Source: an optimization exercise on an open RTL-to-GDS flow (aim: small area and a short achievable clock period). Production flows keep margins and buffers that such runs may drop. RTL that was checked went through simulation tests only; none was proved equivalent to the original.

==> trial 82: inputs <==
Design resize_datapath, start of the top module:
module resize_datapath (
  clk,
  reset_n,
  enable,
  data_in1,
  data_in2,
  scale,
  data_out
);
  input wire [15:0] data_in1, data_in2, scale;
  input wire clk, reset_n, enable;
  output reg [15:0] data_out;
  wire [15:0] fsum;
  wire        z1, s1, h1, z2, s2, h2;
  wire [4:0]  p1, p2;
  wire [9:0]  q1, q2;
  wire [9:0] sx;
  wire [4:0] se;
  wire       zs;
  Multiply           m1 (.a(data_in2), .b(scale), .z(z1), .s(s1), .ep(p1), .h(h1), .m(q1));
  sub_float          sf (.b(scale[14:0]), .x(sx), .se(se), .zs(zs));   
  Multiply_one_minus m2 (.a(data_in1), .x(sx), .se(se), .zs(zs),
                         .z(z2), .s(s2), .ep(p2), .h(h2), .m(q2));
  add_float          af (.za(z1), .sa(s1), .pa(p1), .ha(h1), .ma(q1),
                         .zb(z2), .sb(s2), .pb(p2), .hb(h2), .mb(q2), .c(fsum));
  always @(posedge clk or negedge reset_n) begin
    if (~reset_n)
      data_out <= 16'd0;
    else if (enable)
      data_out <= fsum;
  end
endmodule
export LEC_CHECK = 0
export ABC_AREA = 1
export CAP_MARGIN = 20
export CORE_MARGIN = 2
export CORE_UTILIZATION = 40
export PLACE_DENSITY = 0.6
export SETUP_SLACK_MARGIN = 5
export SLEW_MARGIN = 20
export SYNTH_HIERARCHICAL = 1
export SYNTH_MINIMUM_KEEP_SIZE = 0
create_clock -name core_clock -period 25.0 [get_ports {clk}]
standard.sh (not shown) runs the stock make flow with config.mk's settings and CLKGATE_MAP_FILE= SYNTH_SCRIPT=/design/flow/synth_recipe.tcl, a recipe that flattens the netlist after the stock synthesis.
==> flow/flow/run.sh <==
#!/bin/bash
# Own layout flow: the standard synthesis, then the combinational logic
# between the registers and the adder cells is mapped again by ABC for area,
# then the standard layout from the floorplan on.
set -euo pipefail
W=$(pwd)
R=$W/orfs/results/$FLOW_PLATFORM/resize_datapath/base
YOSYS=$FLOW_HOME/../tools/install/yosys/bin/yosys
LIB=$FLOW_HOME/platforms/sky130hd/lib/sky130_fd_sc_hd__tt_025C_1v80.lib

bash standard.sh synth > "$W/flow_synth.log" 2>&1
cp "$R/1_2_yosys.v" "$W/standard_1_2_yosys.v"

# cells the platform marks don't-use
DL="sky130_fd_sc_hd__clkdlybuf4s15_1 sky130_fd_sc_hd__clkdlybuf4s15_2 sky130_fd_sc_hd__clkdlybuf4s18_1 sky130_fd_sc_hd__clkdlybuf4s18_2 sky130_fd_sc_hd__clkdlybuf4s25_1 sky130_fd_sc_hd__clkdlybuf4s25_2 sky130_fd_sc_hd__clkdlybuf4s50_1 sky130_fd_sc_hd__clkdlybuf4s50_2 sky130_fd_sc_hd__dlygate4sd1_1 sky130_fd_sc_hd__dlygate4sd2_1 sky130_fd_sc_hd__dlygate4sd3_1 sky130_fd_sc_hd__dlymetal6s2s_1 sky130_fd_sc_hd__dlymetal6s4s_1 sky130_fd_sc_hd__dlymetal6s6s_1"
DONT_ALL="$DL $(sed -n '/^export DONT_USE_CELLS/,/^[^ ]/p' "$FLOW_HOME/platforms/sky130hd/config.mk" | grep -o 'sky130_fd_sc_hd__[A-Za-z0-9_]*' | tr '\n' ' ')"
DONT=$( (echo $DL; sed -n '/^export DONT_USE_CELLS/,/^[^ ]/p' "$FLOW_HOME/platforms/sky130hd/config.mk") \
       | grep -o 'sky130_fd_sc_hd__[A-Za-z0-9_]*' | sed 's/^/-dont_use /' | tr '\n' ' ')
# ABC is not to map to the multi-output adder cells
MO=$(for c in fa_1 fa_2 fa_4 fah_1 fahcin_1 fahcon_1 ha_1 ha_2 ha_4; do printf -- "-dont_use sky130_fd_sc_hd__$c "; done)
printf 'set_driving_cell sky130_fd_sc_hd__buf_1\nset_load 5\n' > "$W/resyn.constr"
cat > "$W/resyn.ys" <<EOS
read_liberty -ignore_miss_func $LIB
blackbox sky130_fd_sc_hd__fa_1 sky130_fd_sc_hd__fa_2 sky130_fd_sc_hd__fa_4 sky130_fd_sc_hd__ha_1 sky130_fd_sc_hd__ha_2 sky130_fd_sc_hd__ha_4 sky130_fd_sc_hd__dfrtp_1 sky130_fd_sc_hd__dfrtp_2 sky130_fd_sc_hd__dfrtp_4
read_verilog $W/standard_1_2_yosys.v
hierarchy -top $FLOW_TOP
flatten
opt_clean -purge
abc -liberty $LIB -constr $W/resyn.constr $DONT $MO
opt_clean -purge
hilomap -singleton -hicell sky130_fd_sc_hd__conb_1 HI -locell sky130_fd_sc_hd__conb_1 LO
splitnets
opt_clean -purge
stat -liberty $LIB
write_verilog -noattr -nohex -nodec $W/resyn.v
EOS
"$YOSYS" -s "$W/resyn.ys" > "$W/flow_resyn.log" 2>&1
# read the new netlist back on its own and check it
"$YOSYS" -p "read_liberty -lib $LIB; read_verilog $W/resyn.v; hierarchy -check -top $FLOW_TOP; check -assert -mapped" > "$W/flow_resyn_check.log" 2>&1
cp "$W/resyn.v" "$R/1_2_yosys.v"
touch "$R/1_2_yosys.v"

bash standard.sh "DONT_USE_CELLS=$DONT_ALL" finish > "$W/flow_finish.log" 2>&1
==> trial 17 (differences from trial 82) <==
==> flow/flow/run.sh (replaced) <==
#!/bin/bash
# Own layout flow: the standard flow, except that the layout steps may not
# use the delay cells (so that the port buffers are plain buffers). The
# platform's own don't-use cells stay don't-use.
set -euo pipefail
W=$(pwd)
bash standard.sh synth > "$W/flow_synth.log" 2>&1
DONT="sky130_fd_sc_hd__clkdlybuf4s15_1 sky130_fd_sc_hd__clkdlybuf4s15_2 sky130_fd_sc_hd__clkdlybuf4s18_1 sky130_fd_sc_hd__clkdlybuf4s18_2 sky130_fd_sc_hd__clkdlybuf4s25_1 sky130_fd_sc_hd__clkdlybuf4s25_2 sky130_fd_sc_hd__clkdlybuf4s50_1 sky130_fd_sc_hd__clkdlybuf4s50_2 sky130_fd_sc_hd__dlygate4sd1_1 sky130_fd_sc_hd__dlygate4sd2_1 sky130_fd_sc_hd__dlygate4sd3_1 sky130_fd_sc_hd__dlymetal6s2s_1 sky130_fd_sc_hd__dlymetal6s4s_1 sky130_fd_sc_hd__dlymetal6s6s_1"
DONT="$DONT $(sed -n '/^export DONT_USE_CELLS/,/^[^ ]/p' "$FLOW_HOME/platforms/sky130hd/config.mk" | grep -o 'sky130_fd_sc_hd__[A-Za-z0-9_]*' | tr '\n' ' ')"
bash standard.sh "DONT_USE_CELLS=$DONT" SETUP_SLACK_MARGIN=7 finish > "$W/flow_finish.log" 2>&1
==> trial 84 (differences from trial 82) <==
--- a/flow/design.v
+++ b/flow/design.v
@@ -20,19 +20,20 @@
   wire [4:0]  e1 = p1 + {4'd0, h1};
   wire [4:0]  e2 = p2 + {4'd0, h2};
   wire l;
   float_larger fl (.sa(s1), .ea(e1), .sb(s2), .eb(e2), .isLarger(l));
   wire        sx = l ? s1 : s2;
   wire        sy = l ? s2 : s1;
   wire [4:0]  ex = l ? e1 : e2;
   wire [9:0]  mx = l ? m1 : m2;
-  wire [10:0] ya = align({1'b1, m2}, e1 - e2);    
-  wire [10:0] yb = align({1'b1, m1}, e2 - e1);    
-  wire [10:0] ys = l ? ya : yb;
+  wire [9:0]  my = l ? m2 : m1;
+  wire [4:0]  da = e1 - e2;
+  wire [4:0]  db = e2 - e1;
+  wire [10:0] ys = align({1'b1, my}, l ? da : db);
   wire [11:0] s = ({2'b01, mx} ^ {12{sx}}) + ({1'b0, ys} ^ {12{sy}})
                   + {10'd0, sx, sy & ~sx};
   reg  [3:0]  lz;
   integer i;
   always @* begin
     lz = 4'd0;
     for (i = 0; i <= 10; i = i + 1)
       if (s[i]) lz = 4'd10 - i[3:0];
@@ -198,39 +199,45 @@
   wire pn9_3 = ~(a[9] & b[3]);
   wire pn9_4 = ~(a[9] & b[4]);
   wire pn9_5 = ~(a[9] & b[5]);
   wire pn9_6 = ~(a[9] & b[6]);
   wire pn9_7 = ~(a[9] & b[7]);
   wire pn9_8 = ~(a[9] & b[8]);
   wire pn9_9 = ~(a[9] & b[9]);
   wire s0, c0;
-  fa u0 (.a(pn0_9), .b(pn1_8), .c(1'b1), .s(s0), .co(c0));
+  assign s0 = ~(pn0_9 ^ pn1_8);
+  assign c0 = pn0_9 | pn1_8;
   wire s1, c1;
   fa u1 (.a(pn1_9), .b(pn2_8), .c(pn3_7), .s(s1), .co(c1));
   wire s2, c2;
-  fa u2 (.a(pn4_6), .b(pn5_5), .c(1'b1), .s(s2), .co(c2));
+  assign s2 = ~(pn4_6 ^ pn5_5);
+  assign c2 = pn4_6 | pn5_5;
   wire s3, c3;
   fa u3 (.a(pn2_9), .b(pn3_8), .c(pn4_7), .s(s3), .co(c3));
   wire s4, c4;
-  fa u4 (.a(pn5_6), .b(pn6_5), .c(1'b1), .s(s4), .co(c4));
+  assign s4 = ~(pn5_6 ^ pn6_5);
+  assign c4 = pn5_6 | pn6_5;
   wire s5, c5;
   fa u5 (.a(pn3_9), .b(pn4_8), .c(pn5_7), .s(s5), .co(c5));
   wire s6, c6;
-  fa u6 (.a(pn0_6), .b(pn1_5), .c(1'b1), .s(s6), .co(c6));
+  assign s6 = ~(pn0_6 ^ pn1_5);
+  assign c6 = pn0_6 | pn1_5;
   wire s7, c7;
   fa u7 (.a(pn0_7), .b(pn1_6), .c(pn2_5), .s(s7), .co(c7));
   wire s8, c8;
-  fa u8 (.a(pn3_4), .b(pn4_3), .c(1'b1), .s(s8), .co(c8));
+  assign s8 = ~(pn3_4 ^ pn4_3);
+  assign c8 = pn3_4 | pn4_3;
   wire s9, c9;
   fa u9 (.a(pn0_8), .b(pn1_7), .c(pn2_6), .s(s9), .co(c9));
   wire s10, c10;
   fa u10 (.a(pn3_5), .b(pn4_4), .c(pn5_3), .s(s10), .co(c10));
   wire s11, c11;
-  fa u11 (.a(pn6_2), .b(pn7_1), .c(1'b1), .s(s11), .co(c11));
+  assign s11 = ~(pn6_2 ^ pn7_1);
+  assign c11 = pn6_2 | pn7_1;
   wire s12, c12;
   fa u12 (.a(s0), .b(pn2_7), .c(pn3_6), .s(s12), .co(c12));
   wire s13, c13;
   fa u13 (.a(pn4_5), .b(pn5_4), .c(pn6_3), .s(s13), .co(c13));
   wire s14, c14;
   fa u14 (.a(pn7_2), .b(pn8_1), .c(pn9_0), .s(s14), .co(c14));
   wire s15, c15;
   fa u15 (.a(c0), .b(s1), .c(s2), .s(s15), .co(c15));
@@ -258,21 +265,23 @@
   fa u26 (.a(pn9_4), .b(an[3]), .c(bn[3]), .s(s26), .co(c26));
   wire s27, c27;
   fa u27 (.a(pn5_9), .b(pn6_8), .c(pn7_7), .s(s27), .co(c27));
   wire s28, c28;
   fa u28 (.a(pn8_6), .b(pn9_5), .c(an[4]), .s(s28), .co(c28));
   wire s29, c29;
   fa u29 (.a(pn6_9), .b(pn7_8), .c(pn8_7), .s(s29), .co(c29));
   wire s30, c30;
-  fa u30 (.a(pn0_4), .b(pn1_3), .c(1'b1), .s(s30), .co(c30));
+  assign s30 = ~(pn0_4 ^ pn1_3);
+  assign c30 = pn0_4 | pn1_3;
   wire s31, c31;
   fa u31 (.a(pn0_5), .b(pn1_4), .c(pn2_3), .s(s31), .co(c31));
   wire s32, c32;
-  fa u32 (.a(pn3_2), .b(pn4_1), .c(1'b1), .s(s32), .co(c32));
+  assign s32 = ~(pn3_2 ^ pn4_1);
+  assign c32 = pn3_2 | pn4_1;
   wire s33, c33;
   fa u33 (.a(s6), .b(pn2_4), .c(pn3_3), .s(s33), .co(c33));
   wire s34, c34;
   fa u34 (.a(pn4_2), .b(pn5_1), .c(pn6_0), .s(s34), .co(c34));
   wire s35, c35;
   fa u35 (.a(c6), .b(s7), .c(s8), .s(s35), .co(c35));
   wire s36, c36;
   fa u36 (.a(pn5_2), .b(pn6_1), .c(pn7_0), .s(s36), .co(c36));
@@ -310,17 +319,18 @@
   fa u52 (.a(pn9_6), .b(an[5]), .c(bn[5]), .s(s52), .co(c52));
   wire s53, c53;
   fa u53 (.a(c29), .b(pn7_9), .c(pn8_8), .s(s53), .co(c53));
   wire s54, c54;
   fa u54 (.a(pn9_7), .b(an[6]), .c(bn[6]), .s(s54), .co(c54));
   wire s55, c55;
   fa u55 (.a(pn8_9), .b(pn9_8), .c(an[7]), .s(s55), .co(c55));
   wire s56, c56;
-  fa u56 (.a(pn0_3), .b(pn1_2), .c(1'b1), .s(s56), .co(c56));
+  assign s56 = ~(pn0_3 ^ pn1_2);
+  assign c56 = pn0_3 | pn1_2;
   wire s57, c57;
   fa u57 (.a(s30), .b(pn2_2), .c(pn3_1), .s(s57), .co(c57));
   wire s58, c58;
   fa u58 (.a(c30), .b(s31), .c(s32), .s(s58), .co(c58));
   wire s59, c59;
   fa u59 (.a(c31), .b(c32), .c(s33), .s(s59), .co(c59));
   wire s60, c60;
   fa u60 (.a(c33), .b(c34), .c(s35), .s(s60), .co(c60));
@@ -342,17 +352,18 @@
   fa u68 (.a(c49), .b(c50), .c(s51), .s(s68), .co(c68));
   wire s69, c69;
   fa u69 (.a(c51), .b(c52), .c(s53), .s(s69), .co(c69));
   wire s70, c70;
   fa u70 (.a(c53), .b(c54), .c(s55), .s(s70), .co(c70));
   wire s71, c71;
   fa u71 (.a(c55), .b(pn9_9), .c(an[8]), .s(s71), .co(c71));
   wire s72, c72;
-  fa u72 (.a(pn0_2), .b(pn1_1), .c(1'b1), .s(s72), .co(c72));
+  assign s72 = ~(pn0_2 ^ pn1_1);
+  assign c72 = pn0_2 | pn1_1;
   wire s73, c73;
   fa u73 (.a(s56), .b(pn2_1), .c(pn3_0), .s(s73), .co(c73));
   wire s74, c74;
   fa u74 (.a(c56), .b(s57), .c(pn4_0), .s(s74), .co(c74));
   wire s75, c75;
   fa u75 (.a(c57), .b(s58), .c(pn5_0), .s(s75), .co(c75));
   wire s76, c76;
   fa u76 (.a(c58), .b(s59), .c(s34), .s(s76), .co(c76));
@@ -595,45 +606,51 @@
   wire pn9_3 = ~(a[9] & ~x[3]);
   wire pn9_4 = ~(a[9] & ~x[4]);
   wire pn9_5 = ~(a[9] & ~x[5]);
   wire pn9_6 = ~(a[9] & ~x[6]);
   wire pn9_7 = ~(a[9] & ~x[7]);
   wire pn9_8 = ~(a[9] & ~x[8]);
   wire pn9_9 = ~(a[9] & ~x[9]);
   wire s0, c0;
-  fa u0 (.a(pn0_8), .b(pn1_7), .c(1'b1), .s(s0), .co(c0));
+  assign s0 = ~(pn0_8 ^ pn1_7);
+  assign c0 = pn0_8 | pn1_7;
   wire s1, c1;
   fa u1 (.a(pn0_9), .b(pn1_8), .c(pn2_7), .s(s1), .co(c1));
   wire s2, c2;
-  fa u2 (.a(pn3_6), .b(pn4_5), .c(1'b1), .s(s2), .co(c2));
+  assign s2 = ~(pn3_6 ^ pn4_5);
+  assign c2 = pn3_6 | pn4_5;
   wire s3, c3;
   fa u3 (.a(pn1_9), .b(pn2_8), .c(pn3_7), .s(s3), .co(c3));
   wire s4, c4;
   fa u4 (.a(pn4_6), .b(pn5_5), .c(pn6_4), .s(s4), .co(c4));
   wire s5, c5;
-  fa u5 (.a(pn7_3), .b(pn8_2), .c(1'b1), .s(s5), .co(c5));
+  assign s5 = ~(pn7_3 ^ pn8_2);
+  assign c5 = pn7_3 | pn8_2;
   wire s6, c6;
   fa u6 (.a(pn2_9), .b(pn3_8), .c(pn4_7), .s(s6), .co(c6));
   wire s7, c7;
   fa u7 (.a(pn5_6), .b(pn6_5), .c(pn7_4), .s(s7), .co(c7));
   wire s8, c8;
   fa u8 (.a(pn3_9), .b(pn4_8), .c(pn5_7), .s(s8), .co(c8));
   wire s9, c9;
-  fa u9 (.a(pn0_5), .b(pn1_4), .c(1'b1), .s(s9), .co(c9));
+  assign s9 = ~(pn0_5 ^ pn1_4);
+  assign c9 = pn0_5 | pn1_4;
   wire s10, c10;
   fa u10 (.a(pn0_6), .b(pn1_5), .c(pn2_4), .s(s10), .co(c10));
   wire s11, c11;
-  fa u11 (.a(pn3_3), .b(pn4_2), .c(1'b1), .s(s11), .co(c11));
+  assign s11 = ~(pn3_3 ^ pn4_2);
+  assign c11 = pn3_3 | pn4_2;
   wire s12, c12;
   fa u12 (.a(pn0_7), .b(pn1_6), .c(pn2_5), .s(s12), .co(c12));
   wire s13, c13;
   fa u13 (.a(pn3_4), .b(pn4_3), .c(pn5_2), .s(s13), .co(c13));
   wire s14, c14;
-  fa u14 (.a(pn6_1), .b(pn7_0), .c(1'b1), .s(s14), .co(c14));
+  assign s14 = ~(pn6_1 ^ pn7_0);
+  assign c14 = pn6_1 | pn7_0;
   wire s15, c15;
   fa u15 (.a(s0), .b(pn2_6), .c(pn3_5), .s(s15), .co(c15));
   wire s16, c16;
   fa u16 (.a(pn4_4), .b(pn5_3), .c(pn6_2), .s(s16), .co(c16));
   wire s17, c17;
   fa u17 (.a(pn7_1), .b(pn8_0), .c(an[8]), .s(s17), .co(c17));
   wire s18, c18;
   fa u18 (.a(c0), .b(s1), .c(s2), .s(s18), .co(c18));
@@ -641,17 +658,18 @@
   fa u19 (.a(pn5_4), .b(pn6_3), .c(pn7_2), .s(s19), .co(c19));
   wire s20, c20;
   fa u20 (.a(pn8_1), .b(pn9_0), .c(an[9]), .s(s20), .co(c20));
   wire s21, c21;
   fa u21 (.a(c1), .b(c2), .c(s3), .s(s21), .co(c21));
   wire s22, c22;
   fa u22 (.a(s4), .b(s5), .c(pn9_1), .s(s22), .co(c22));
   wire s23, c23;
-  fa u23 (.a(an[0]), .b(x[0]), .c(1'b0), .s(s23), .co(c23));
+  assign s23 = an[0] ^ x[0];
+  assign c23 = an[0] & x[0];
   wire s24, c24;
   fa u24 (.a(c3), .b(c4), .c(c5), .s(s24), .co(c24));
   wire s25, c25;
   fa u25 (.a(s6), .b(s7), .c(pn8_3), .s(s25), .co(c25));
   wire s26, c26;
   fa u26 (.a(pn9_2), .b(an[1]), .c(x[1]), .s(s26), .co(c26));
   wire s27, c27;
   fa u27 (.a(c6), .b(c7), .c(s8), .s(s27), .co(c27));
@@ -667,21 +685,23 @@
   fa u32 (.a(pn9_4), .b(an[3]), .c(x[3]), .s(s32), .co(c32));
   wire s33, c33;
   fa u33 (.a(pn5_9), .b(pn6_8), .c(pn7_7), .s(s33), .co(c33));
   wire s34, c34;
   fa u34 (.a(pn8_6), .b(pn9_5), .c(an[4]), .s(s34), .co(c34));
   wire s35, c35;
   fa u35 (.a(pn6_9), .b(pn7_8), .c(pn8_7), .s(s35), .co(c35));
   wire s36, c36;
-  fa u36 (.a(pn0_3), .b(pn1_2), .c(1'b1), .s(s36), .co(c36));
+  assign s36 = ~(pn0_3 ^ pn1_2);
+  assign c36 = pn0_3 | pn1_2;
   wire s37, c37;
   fa u37 (.a(pn0_4), .b(pn1_3), .c(pn2_2), .s(s37), .co(c37));
   wire s38, c38;
-  fa u38 (.a(pn3_1), .b(pn4_0), .c(1'b1), .s(s38), .co(c38));
+  assign s38 = ~(pn3_1 ^ pn4_0);
+  assign c38 = pn3_1 | pn4_0;
   wire s39, c39;
   fa u39 (.a(s9), .b(pn2_3), .c(pn3_2), .s(s39), .co(c39));
   wire s40, c40;
   fa u40 (.a(pn4_1), .b(pn5_0), .c(an[5]), .s(s40), .co(c40));
   wire s41, c41;
   fa u41 (.a(c9), .b(s10), .c(s11), .s(s41), .co(c41));
   wire s42, c42;
   fa u42 (.a(pn5_1), .b(pn6_0), .c(an[6]), .s(s42), .co(c42));
@@ -723,17 +743,18 @@
   fa u60 (.a(pn9_6), .b(an[5]), .c(x[5]), .s(s60), .co(c60));
   wire s61, c61;
   fa u61 (.a(c35), .b(pn7_9), .c(pn8_8), .s(s61), .co(c61));
   wire s62, c62;
   fa u62 (.a(pn9_7), .b(an[6]), .c(x[6]), .s(s62), .co(c62));
   wire s63, c63;
   fa u63 (.a(pn8_9), .b(pn9_8), .c(an[7]), .s(s63), .co(c63));
   wire s64, c64;
-  fa u64 (.a(pn0_2), .b(pn1_1), .c(1'b1), .s(s64), .co(c64));
+  assign s64 = ~(pn0_2 ^ pn1_1);
+  assign c64 = pn0_2 | pn1_1;
   wire s65, c65;
   fa u65 (.a(s36), .b(pn2_1), .c(pn3_0), .s(s65), .co(c65));
   wire s66, c66;
   fa u66 (.a(c36), .b(s37), .c(s38), .s(s66), .co(c66));
   wire s67, c67;
   fa u67 (.a(c37), .b(c38), .c(s39), .s(s67), .co(c67));
   wire s68, c68;
   fa u68 (.a(c39), .b(c40), .c(s41), .s(s68), .co(c68));
@@ -757,17 +778,18 @@
   fa u77 (.a(c57), .b(c58), .c(s59), .s(s77), .co(c77));
   wire s78, c78;
   fa u78 (.a(c59), .b(c60), .c(s61), .s(s78), .co(c78));
   wire s79, c79;
   fa u79 (.a(c61), .b(c62), .c(s63), .s(s79), .co(c79));
   wire s80, c80;
   fa u80 (.a(c63), .b(pn9_9), .c(an[8]), .s(s80), .co(c80));
   wire s81, c81;
-  fa u81 (.a(pn0_1), .b(pn1_0), .c(1'b1), .s(s81), .co(c81));
+  assign s81 = ~(pn0_1 ^ pn1_0);
+  assign c81 = pn0_1 | pn1_0;
   wire s82, c82;
   fa u82 (.a(s64), .b(pn2_0), .c(an[2]), .s(s82), .co(c82));
   wire s83, c83;
   fa u83 (.a(c64), .b(s65), .c(an[3]), .s(s83), .co(c83));
   wire s84, c84;
   fa u84 (.a(c65), .b(s66), .c(an[4]), .s(s84), .co(c84));
   wire s85, c85;
   fa u85 (.a(c66), .b(s67), .c(s40), .s(s85), .co(c85));
==> flow/flow/run.sh (replaced) <==
#!/bin/bash
# Own layout flow:
#  1. the standard synthesis (bash standard.sh synth);
#  2. the logic between the registers and the full-adder cells is mapped
#     again by ABC for area (registers and full adders kept as they are);
#  3. the standard layout from the floorplan on, except that the delay
#     cells may not be used (so the port buffers are plain buffers); the
#     platform's own don't-use cells stay don't-use.
# Each tool's output goes to a log file of its own here (flow_*.log).
set -euo pipefail
W=$(pwd)
R=$W/orfs/results/$FLOW_PLATFORM/resize_datapath/base
YOSYS=$FLOW_HOME/../tools/install/yosys/bin/yosys
LIB=$FLOW_HOME/platforms/sky130hd/lib/sky130_fd_sc_hd__tt_025C_1v80.lib

bash standard.sh synth > "$W/flow_synth.log" 2>&1
cp "$R/1_2_yosys.v" "$W/standard_1_2_yosys.v"

DL="sky130_fd_sc_hd__clkdlybuf4s15_1 sky130_fd_sc_hd__clkdlybuf4s15_2 sky130_fd_sc_hd__clkdlybuf4s18_1 sky130_fd_sc_hd__clkdlybuf4s18_2 sky130_fd_sc_hd__clkdlybuf4s25_1 sky130_fd_sc_hd__clkdlybuf4s25_2 sky130_fd_sc_hd__clkdlybuf4s50_1 sky130_fd_sc_hd__clkdlybuf4s50_2 sky130_fd_sc_hd__dlygate4sd1_1 sky130_fd_sc_hd__dlygate4sd2_1 sky130_fd_sc_hd__dlygate4sd3_1 sky130_fd_sc_hd__dlymetal6s2s_1 sky130_fd_sc_hd__dlymetal6s4s_1 sky130_fd_sc_hd__dlymetal6s6s_1"
PLAT=$(sed -n '/^export DONT_USE_CELLS/,/^[^ ]/p' "$FLOW_HOME/platforms/sky130hd/config.mk" | grep -o 'sky130_fd_sc_hd__[A-Za-z0-9_]*' | tr '\n' ' ')
DONT_ALL="$DL $PLAT"
# ABC may not use the don't-use cells, nor the multi-output adder cells
ABC_DONT=$(for c in $DONT_ALL sky130_fd_sc_hd__fa_1 sky130_fd_sc_hd__fa_2 sky130_fd_sc_hd__fa_4 sky130_fd_sc_hd__fah_1 sky130_fd_sc_hd__fahcin_1 sky130_fd_sc_hd__fahcon_1 sky130_fd_sc_hd__ha_1 sky130_fd_sc_hd__ha_2 sky130_fd_sc_hd__ha_4; do printf -- "-dont_use $c "; done)
printf 'set_driving_cell sky130_fd_sc_hd__buf_1\nset_load 5\n' > "$W/resyn.constr"
echo 'strash; dch; map -a; topo; stime -c; upsize -c; dnsize -c' > "$W/resyn.abc"
cat > "$W/resyn.ys" <<EOS
read_liberty -ignore_miss_func $LIB
blackbox sky130_fd_sc_hd__fa_1 sky130_fd_sc_hd__fa_2 sky130_fd_sc_hd__fa_4 sky130_fd_sc_hd__dfrtp_1 sky130_fd_sc_hd__dfrtp_2 sky130_fd_sc_hd__dfrtp_4
read_verilog $W/standard_1_2_yosys.v
hierarchy -top $FLOW_TOP
flatten
opt_clean -purge
abc -liberty $LIB -constr $W/resyn.constr -script $W/resyn.abc $ABC_DONT
opt_clean -purge
hilomap -singleton -hicell sky130_fd_sc_hd__conb_1 HI -locell sky130_fd_sc_hd__conb_1 LO
splitnets
opt_clean -purge
write_verilog -noattr -nohex -nodec $W/resyn.v
EOS
"$YOSYS" -s "$W/resyn.ys" > "$W/flow_resyn.log" 2>&1
# read the new netlist back on its own and check it
"$YOSYS" -p "read_liberty -lib $LIB; read_verilog $W/resyn.v; hierarchy -check -top $FLOW_TOP; check -assert -mapped; stat -liberty $LIB" > "$W/flow_resyn_check.log" 2>&1
cp "$W/resyn.v" "$R/1_2_yosys.v"
touch "$R/1_2_yosys.v"

bash standard.sh "DONT_USE_CELLS=$DONT_ALL" finish > "$W/flow_finish.log" 2>&1
==> notes.md <==
item	trial 84	trial 17	trial 82
Post-synthesis area per instance	6.82 µm²	6.83 µm²	8.18 µm²
Wire length the detailed router placed on met1	13.9 mm	16.0 mm	14.3 mm
Post-route worst hold slack	0.488 ns	0.467 ns	0.506 ns
Fraction of area in clock buffers and inverters	0.681%	0.538%	0.720%
Maximum fanout along the worst path	49	18	17
Longest individual stage delay on the worst path	0.54 ns	0.75 ns	0.77 ns
DRT iter0 DRCs	755	731	772
Status	no timing/DRC/antenna violations	no timing/DRC/antenna violations	no timing/DRC/antenna violations
Number of antenna violations at the first check in global routing	0	1	0
Worst flop-to-flop path startpoint	data_out[12]	data_out[4]	data_out[10]
Nets	1810	2329	1800
Ant. Diodes	0	1	0
Core Footprint	25200 µm²	32500 µm²	28000 µm²
Arrival time reported for the critical path endpoint	18.73 ns	17.05 ns	19.14 ns
Sum of routed wire length over all layers	30.4 mm	35.4 mm	31.5 mm
Share of post-route cells with drive strength above 1	7.87%	7.74%	4.97%
Share of the core filled with cells	43.7%	42.9%	44.0%
Fraction of area in registers	3.63%	2.87%	3.25%
The RTL of trial 82 and trial 17 was laid out without a check of its function.

[port drivers added, routing unchanged]
No port has a modelled driver above. Below, the same layouts with a new extraction and two added sets of constraints.
Step 1 (the two cells are an assumption about what drives the block):
set clk [get_ports {clk}]
set_driving_cell -lib_cell sky130_fd_sc_hd__clkbuf_16 $clk
set_driving_cell -lib_cell sky130_fd_sc_hd__buf_2 [delete_from_list [all_inputs] $clk]
Step 2 also shifts input and output timing later by t, the mid clock arrival at the registers, as if the neighbouring blocks saw the same clock.
Three values: ideal, step 1, step 2; two values: the first two.
run	shift t [ns]	slack for setup (ns)	hold WS [ns]	clock arrival spread, ns
trial 82	0.270	6.019 / 6.026 / 5.756	0.506 / 0.506 / 0.506	0.004 / 0.005
trial 17	0.266	8.084 / 8.089 / 7.824	0.467 / 0.467 / 0.467	0.000 / 0.001
trial 84	0.268	6.398 / 6.401 / 6.134	0.488 / 0.488 / 0.488	0.002 / 0.001
After both steps every run listed still meets setup and hold. The setup slack of trial 84, which loses most, moves by +0.003 ns with the drivers and by -0.264 ns with both steps.
